From an optimization exercise on the open Yosys and OpenROAD flow, aimed at a short achievable clock period and few clock cycles per item; shortcuts taken in it are not production practice.
Only simulation tests tie the RTL to the original design; equivalence was not proved.

File: flow/run.sh
#!/bin/bash
# synth_recipe.tcl (not shown) runs the flow's synth.tcl, then flattens the netlist and writes it again
# the make line also repeats each setting of config.mk as NAME=value (left out here)
make -C /OpenROAD-flow-scripts/flow DESIGN_CONFIG=/design/flow/config.mk WORK_HOME=/design/flow/orfs CLKGATE_MAP_FILE= SYNTH_SCRIPT=/design/flow/synth_recipe.tcl finish
File: flow/config.mk
export PLATFORM = sky130hd
export DESIGN_NAME = simon_engine
export DESIGN_NICKNAME = simon_engine
export VERILOG_FILES = /design/flow/design.v
export SDC_FILE = /design/flow/constraint.sdc
export NUM_CORES = 4
export LEC_CHECK = 0
export CAP_MARGIN = 20
export CORE_MARGIN = 2
export CORE_UTILIZATION = 40
export SLEW_MARGIN = 20
File: flow/constraint.sdc
create_clock -name core_clock -period 27.0 [get_ports {clk}]
set_input_delay 5.4000 -clock core_clock [delete_from_list [all_inputs] [get_ports {clk}]]
set_output_delay 5.4000 -clock core_clock [all_outputs]
set_load 0.01 [all_outputs]
File: flow/design.v
`timescale 1ns / 1ps
module round_function (
  input  logic [31:0] input_text,    
  input logic  [15:0] round_key,     
  output logic [31:0] output_text    
);
  assign output_text = 	{(({input_text[30:16],input_text[31]} & 		 
                           {input_text[23:16],input_text[31:24]}) ^ 
                          input_text[15:0] ^ 
                          {input_text[29:16],input_text[31:30]} ^ 
                          round_key),
                         input_text[31:16]};  
endmodule
`timescale 1ns / 1ps
module key_schedule (
  input  logic [3:0][15:0] input_key,    
  output logic [15:0] next_key,          
  input  logic [4:0]   round_counter     
);
  reg [15:0] temp, temp2;
  localparam z = 62'b01100111000011010100100010111110110011100001101010010001011111;
  localparam c = 64'hfffffffffffffffc;
  assign temp = {input_key[3][2:0],input_key[3][15:3]} ^ input_key[1];
  assign temp2 = temp ^ {temp[0],temp[15:1]};
  assign next_key = temp2 ^ input_key[0] ^ (z[round_counter] & 1) ^c;
endmodule
`timescale 1ns / 1ps
module pipe_section (
  input  logic [4:0]   round_counter,
  input  logic [63:0] key_in,
  output  logic [15:0] key_out,
  input  logic [31:0]  state_in,
  output logic [31:0]  state_out
);
  round_function i_round_function (
    .input_text(state_in),
    .round_key(key_in[15:0]),
    .output_text(state_out)
  ); 
  key_schedule i_key_schedule (
    .input_key   (key_in),
    .next_key      (key_out),
    .round_counter (round_counter)
  );
endmodule
`timescale 1ns / 1ps
module SIMON_pipelined_cipher_core (
  input  logic           clk,          
  input  logic           rst,          
  input logic            load,         
  input  logic [31:0]    plaintext,    
  input  logic [63:0]    key,          
  output logic [31:0]    ciphertext    
);
  localparam rounds = 32;
  reg [rounds:0][31:0] states;
  reg [rounds+3:0][15:0] keys;
  generate
    genvar i;
    for(i=0;i<rounds;i++)begin
      pipe_section sec_i(
        .round_counter (i),               
        .key_in        ({keys[i+3],keys[i+2],keys[i+1],keys[i]}),
        .key_out       (keys[i+4]),
        .state_in      (states[i]),
        .state_out     (states[i+1])
      );   
    end
  endgenerate
  always @ (posedge clk) begin
    if (!rst) begin
      states[0] <= '0;
      keys[3:0] <= '0;
    end else begin
      if (load) begin
        states[0] <= plaintext;
        keys[0] <= key[15:0];
        keys[1] <= key[31:16];
        keys[2] <= key[47:32];
        keys[3] <= key[63:48];      
      end
    end
  end
  assign ciphertext = states[rounds];
endmodule
`timescale 1ns / 1ps
module SIMON_pipelined_cipher_core_ctrl(
   input  logic           clk,                   
   input  logic           rst,                   
   input  logic           ctrl_in_begin,         
   input  logic [10:0]    ctrl_in_num_blocks,    
   output logic           done_intr,             
   input  logic [63:0]    ctrl_in_key,           
   output logic           pt_clka,      
   output logic           pt_rsta,      
   output logic [31:0]    pt_addra,     
   output logic [31:0]    pt_wr_data,   
   input  logic [31:0]    pt_rd_data,   
   output logic           pt_ena,       
   output logic [3:0]     pt_wea,       
   output logic           ct_clka,      
   output logic           ct_rsta,      
   output logic [31:0]    ct_addra,     
   output logic [31:0]    ct_wr_data,   
   input  logic [31:0]    ct_rd_data,   
   output logic           ct_ena,       
   output logic [3:0]     ct_wea,       
   output logic           core_load,
   output logic [31:0]    core_plaintext,
   output logic [63:0]    core_key,
   output logic [4:0]     core_count,
   input  logic [31:0]    core_ciphertext
);
localparam START = 3'b000;
localparam READ  = 3'b001;
localparam LOAD  = 3'b010;
localparam COUNT = 3'b011;
localparam WRITE = 3'b100;
localparam DONE  = 3'b101;
reg [2:0]  current_state;
reg [2:0]  next_state;
reg [4:0]  cnt;
reg [10:0] current_block;
reg [31:0] current_addr;
reg        enable_counter;
reg        incr_block_count;
assign core_count     = cnt;
assign core_key       = ctrl_in_key;        
assign core_plaintext = pt_rd_data;
assign pt_clka    = clk;         
assign pt_rsta    = ~rst;      
assign pt_wr_data = '0;          
assign pt_ena     = 1'b1;        
assign pt_wea     = '0;          
assign ct_clka    = clk;         
assign ct_rsta    = ~rst;      
assign ct_ena     = 1'b1;        
always @ (posedge clk) begin
   if (rst == 1'b0) begin
       current_state <= START;
   end else begin
       current_state <= next_state;
   end
end
always @ (*) begin
   next_state = current_state;
   case (current_state)
        START: begin
             if (ctrl_in_begin == 1'b1) begin
                 next_state = READ;    
             end else begin 
                 next_state = START;          
             end
         end
         READ: begin
             next_state = LOAD;        
         end
         LOAD: begin
             next_state = COUNT;              
         end
         COUNT: begin
             if (cnt == 5'b00010) begin
                 next_state = WRITE;   
             end else begin
                 next_state = COUNT;          
             end
         end
         WRITE: begin
             if (current_block != ctrl_in_num_blocks - 1) begin
                 next_state = READ;    
             end else begin
                 next_state = DONE;          
             end
         end
         DONE: begin
             next_state = START;              
         end
   endcase
end
always @ (*) begin
   enable_counter   = 1'b0;
   core_load        = 1'b0;
   incr_block_count = 1'b0;
   done_intr        = 1'b0;
   pt_addra       = current_addr;
   ct_addra       = current_addr;
   ct_wr_data     = '0;
   ct_wea         = '0;
   case (current_state)
       START: begin
       end
       READ: begin
           pt_addra = current_addr;
       end
       LOAD: begin
           core_load = 1'b1;
       end
       COUNT: begin
           enable_counter = 1'b1;
       end
       WRITE: begin
           ct_addra         = current_addr;
           ct_wr_data       = core_ciphertext;
           ct_wea           = '1;
           incr_block_count = 1'b1;
       end
       DONE: begin
           done_intr = 1'b1;
       end     
   endcase
end
always @ (posedge clk) begin
   if (rst == 1'b0) begin
       cnt <= 5'b00000;
   end else if (enable_counter == 1'b0) begin
       cnt <= 5'b00000;
   end else if (enable_counter == 1'b1) begin
       cnt <= cnt + 1;
   end
end
always @ (posedge clk) begin
   if ((rst == 1'b0) || (current_state == START)) begin
       current_block <= 11'b0;
       current_addr <= 'b0;
   end else if (incr_block_count) begin
       current_block <= current_block + 1;
       current_addr <= current_addr + 4;
   end
end
endmodule
`timescale 1ns / 1ps
module simon_engine (
  input  logic           clk,                  
  input  logic           rst,                  
  input  logic           ctrl_in_begin,        
  input  logic [10:0]    ctrl_in_num_blocks,   
  input  logic [63:0]    ctrl_in_key,          
  output logic           done_intr,            
  output logic [31:0]    pt_addra,
  input  logic [31:0]    pt_rd_data,
  output logic [31:0]    ct_addra,
  output logic [31:0]    ct_wr_data,
  output logic [3:0]     ct_wea
);
  logic        core_load;
  logic [31:0] core_plaintext;
  logic [63:0] core_key;
  logic [4:0]  core_count;
  logic [31:0] core_ciphertext;
  SIMON_pipelined_cipher_core_ctrl u_ctrl (
    .clk                (clk),
    .rst                (rst),
    .ctrl_in_begin      (ctrl_in_begin),
    .ctrl_in_num_blocks (ctrl_in_num_blocks),
    .done_intr          (done_intr),
    .ctrl_in_key        (ctrl_in_key),
    .pt_clka            (),
    .pt_rsta            (),
    .pt_addra           (pt_addra),
    .pt_wr_data         (),
    .pt_rd_data         (pt_rd_data),
    .pt_ena             (),
    .pt_wea             (),
    .ct_clka            (),
    .ct_rsta            (),
    .ct_addra           (ct_addra),
    .ct_wr_data         (ct_wr_data),
    .ct_rd_data         (32'h0),
    .ct_ena             (),
    .ct_wea             (ct_wea),
    .core_load          (core_load),
    .core_plaintext     (core_plaintext),
    .core_key           (core_key),
    .core_count         (core_count),
    .core_ciphertext    (core_ciphertext)
  );
  SIMON_pipelined_cipher_core u_core (
    .clk        (clk),
    .rst        (rst),
    .load       (core_load),
    .plaintext  (core_plaintext),
    .key        (core_key),
    .ciphertext (core_ciphertext)
  );
endmodule
==> impl_metrics.env <==
export IMPL_final_nets=7473
export IMPL_startpoint_type="flip-flop"
export IMPL_antenna_left=0
export IMPL_syn_cell_area_mm2=0.0531
export IMPL_synth_seq_cells=145
export IMPL_status="no timing/DRC/antenna violations"
export IMPL_synth_edf_count=0
export IMPL_final_seq_area_mm2=0.00292
export IMPL_max_stage_delay_ns=0.58
export IMPL_yosysWarnings=36
export IMPL_fin_worst_skew_ns=0.0120
export IMPL_critPathKind="reg2out"
export IMPL_fmax_mhz=37.7
export IMPL_die_w_um=368
export IMPL_synthFlopType="dfxtp_1"
export IMPL_hold_viol_final=0
export IMPL_tritoncts="done"
export IMPL_cpMostUsedCell="xnor3_2"
export IMPL_cts_buffers=17
export IMPL_syn_inst=5740
export IMPL_io_pins=211
export IMPL_globalplace_congestion=1.02
export IMPL_multiInputGateArea_mm2=0.0519
export IMPL_hold_buffers=0
export IMPL_mostFrequentLayoutCell="xnor2_1"
export IMPL_root_buffer="clkbuf_16"
export IMPL_crit_path_max_fanout=8
export IMPL_drc=0
export IMPL_met3WireLength_mm=14.5
export IMPL_routed_top_layer="met4"
export IMPL_core_mm2=0.132
export IMPL_wl_met1_mm=91.1
export IMPL_avgSynthCellArea_um2=9.24
export IMPL_std_cell_rows=133
export IMPL_wire_per_inst_um=23.1
export IMPL_drive_above_1_share_pct=32.9
export IMPL_stdcell_count=9133
export IMPL_cp_arrival_ns=21.14
export IMPL_drt_iter0_drc=4337
export IMPL_placed_area_mm2=0.0675
export IMPL_ys_seq_area_share_pct=5.47
export IMPL_grt_pass1_wl_mm=307
export IMPL_die_y_um=368
export IMPL_most_common_layout_cells="xnor2_1 (1759), buf_4 (1545), xor2_1 (653), nand2_1 (369), nor2_1 (254)"
export IMPL_fillCellCount=12100
export IMPL_dp_cells=9002
export IMPL_finalMaxSlewViolations=0
export IMPL_finalSetupViolations=0
export IMPL_vias=48700
export IMPL_drt_wl_total_mm=211
export IMPL_grt_overflow=0
export IMPL_hp_class="reg2reg"
export IMPL_crit_family="XOR/XNOR gates"
export IMPL_die_area_mm2=0.136
export IMPL_synth_cell_type_count=146
export IMPL_drtPass1Iterations=5
export IMPL_grt_max_degree=101
export IMPL_async_reset_ff_share_pct=0
export IMPL_worstSkewPairLatency_ns=0.44
export IMPL_portBuffers=206
export IMPL_fin_crit_ns=26.54
export IMPL_grt_pass1_vias=47600
export IMPL_fin_crit_sh_pct=98.3
export IMPL_crit_required_ns=21.60
export IMPL_final_area_mm2=0.0716
export IMPL_cts_htree_levels=4
export IMPL_path_clk_slew_ns=0.07
export IMPL_end_kind="output pin"
export IMPL_dpl_hpwl_mm=182
export IMPL_worstMarginPinSlew_ns=1.06
export IMPL_maxSlewHeadroom_pct=29.0
export IMPL_clock_sinks=145
export IMPL_grt_antenna_before_repair=7
export IMPL_crit_slowest_cell="clkdlybuf4s50_1"
export IMPL_utilization_pct=54.4
export IMPL_start_util_pct=40.3
export IMPL_cts_buffer_depth=2
export IMPL_cap_viol_max_count=0
export IMPL_post_drt_via_cell_ratio=5.33
export IMPL_critPathBufInv=9
export IMPL_wl_met2_mm=97.8
export IMPL_area_growth_syn_to_layout_pct=35.0
export IMPL_grt_use_total_pct=29.9
-- sequential cells by signal (all words and copies together), names as in the netlist --
name / flops
u_core.states: 32
u_ctrl.current_addr: 30
u_ctrl.current_block: 11
u_core.keys: 64
u_ctrl.current_state: 3
u_ctrl.cnt: 5
-- cell usage after synthesis (all sizes together), types with 12 or more instances --
cell / number / share of area [%]
xnor2: 2062 / 37
nor2b: 33 / 0.43
a21oi: 145 / 1.4
inv: 48 / 0.34
or4: 20 / 0.31
a21o: 35 / 0.50
a31oi: 29 / 0.38
o22ai: 13 / 0.17
a22oi: 15 / 0.23
nand4: 41 / 0.48
nand2b: 29 / 0.37
nand3b: 14 / 0.20
and2: 93 / 1.1
clkbuf: 64 / 0.47
o21ai: 96 / 0.91
and4: 18 / 0.30
buf: 102 / 1.2
or3: 51 / 0.62
o21a: 22 / 0.31
a211oi: 42 / 0.67
xor3: 81 / 3.6
nor4b: 17 / 0.33
nand3: 103 / 0.98
o211ai: 16 / 0.23
and3: 80 / 0.95
a2111oi: 15 / 0.44
xor2: 733 / 13
xnor3: 325 / 14
o31ai: 20 / 0.28
a21boi: 120 / 1.7
nor4: 44 / 0.72
nor3: 106 / 1.1
o21bai: 12 / 0.17
nand2: 381 / 2.7
dfxtp: 145 / 5.5
nor2: 294 / 2.2
o2111ai: 12 / 0.21
or2: 46 / 0.54
mux2i: 20 / 0.38
-- logic make-up after synthesis --
kind of cell	synth area share (%)
AOI/OAI and AO/OA	10.1
xor gates and xnor gates	67.4
adders and majority gates	0.118
buffers and inverters	2.01
DFF	5.47
muxes	0.611
other	0.00707
and+or+nand+nor	14.3
-- timing repair --
item                                    4_1_cts  5_1_grt
endpoints found under the setup margin       32       32
gates cloned                                  0        2
buffers inserted                              7       83
resized for setup                           100      380
pin swaps                                     9       86
-- worst paths after layout --
path                                   startpoint                              endpoint  slack (ns)  depth (start not counted)
max                u_core.states[21]$_SDFFE_PN0P_                        ct_wr_data[22]        0.46                         69
min                      u_ctrl.cnt[0]$_SDFF_PN0_              u_ctrl.cnt[0]$_SDFF_PN0_        0.47                          1
max reg2reg  u_ctrl.current_state[0]$_SDFFE_PN0P_  u_ctrl.current_addr[27]$_SDFFE_PP0P_       23.52                         10
min reg2reg              u_ctrl.cnt[0]$_SDFF_PN0_              u_ctrl.cnt[0]$_SDFF_PN0_        0.47                          1
-- final cells by class --
type / count / area share (%)
repair buffers: 1761 / 19.3
flip-flops and latches: 145 / 4.08
diodes: 7 / 0.0245
well taps: 1755 / 3.07
inverters: 48 / 0.252
clock inverters: 15 / 0.224
multi-input cells: 5385 / 72.4
clock buffers: 17 / 0.594
-- layer usage --
layer  global-route usage [%]  vias up
li1                         -    22600
met1                     40.5    23700
met2                     49.4     1895
met3                     3.13      440
met4                     9.89        0
met5                        0        -
-- through the flow --
| stage | worst slack [ns] | hold WS (ns) | setup TNS [ns] |
|---|---|---|---|
| finish | 0.462 | 0.473 | 0 |
| global route | -0.194 | 0.498 | -1.62 |
| CTS | 0.000254 | 0.475 | 0 |
| detailed placement | -0.383 | 0.453 | -3.63 |
| global placement | -0.316 | 0.446 | -2.63 |
| floorplan | 2.35 | 0.430 | 0 |
Testbench counts, summed over its fixed seeds: cycles 23,758, blocks 3,917.

-- separate check: timing with driven ports --
No port has a modelled driver above. Below, the same layout with a new extraction and two added sets of constraints. Step 1, drivers: a clkbuf_16 drives clk and a buf_2 each remaining input, both assumed. Step 2 also shifts input and output timing later by t, the mid clock arrival at the registers, as if the neighbouring blocks saw the same clock. Slacks: ideal / step 1 / step 2; pairs: ideal / step 1.
t, ns: 0.484
setup WS [ns]: 0.462 / 0.413 / 0.898
hold WS [ns]: 0.473 / 0.473 / 0.473
worst data-port slew with drivers (ns): 0.09
After both steps this run still meets setup and hold. The setup slack of this run moves by -0.049 ns with the drivers and by +0.436 ns with both steps.
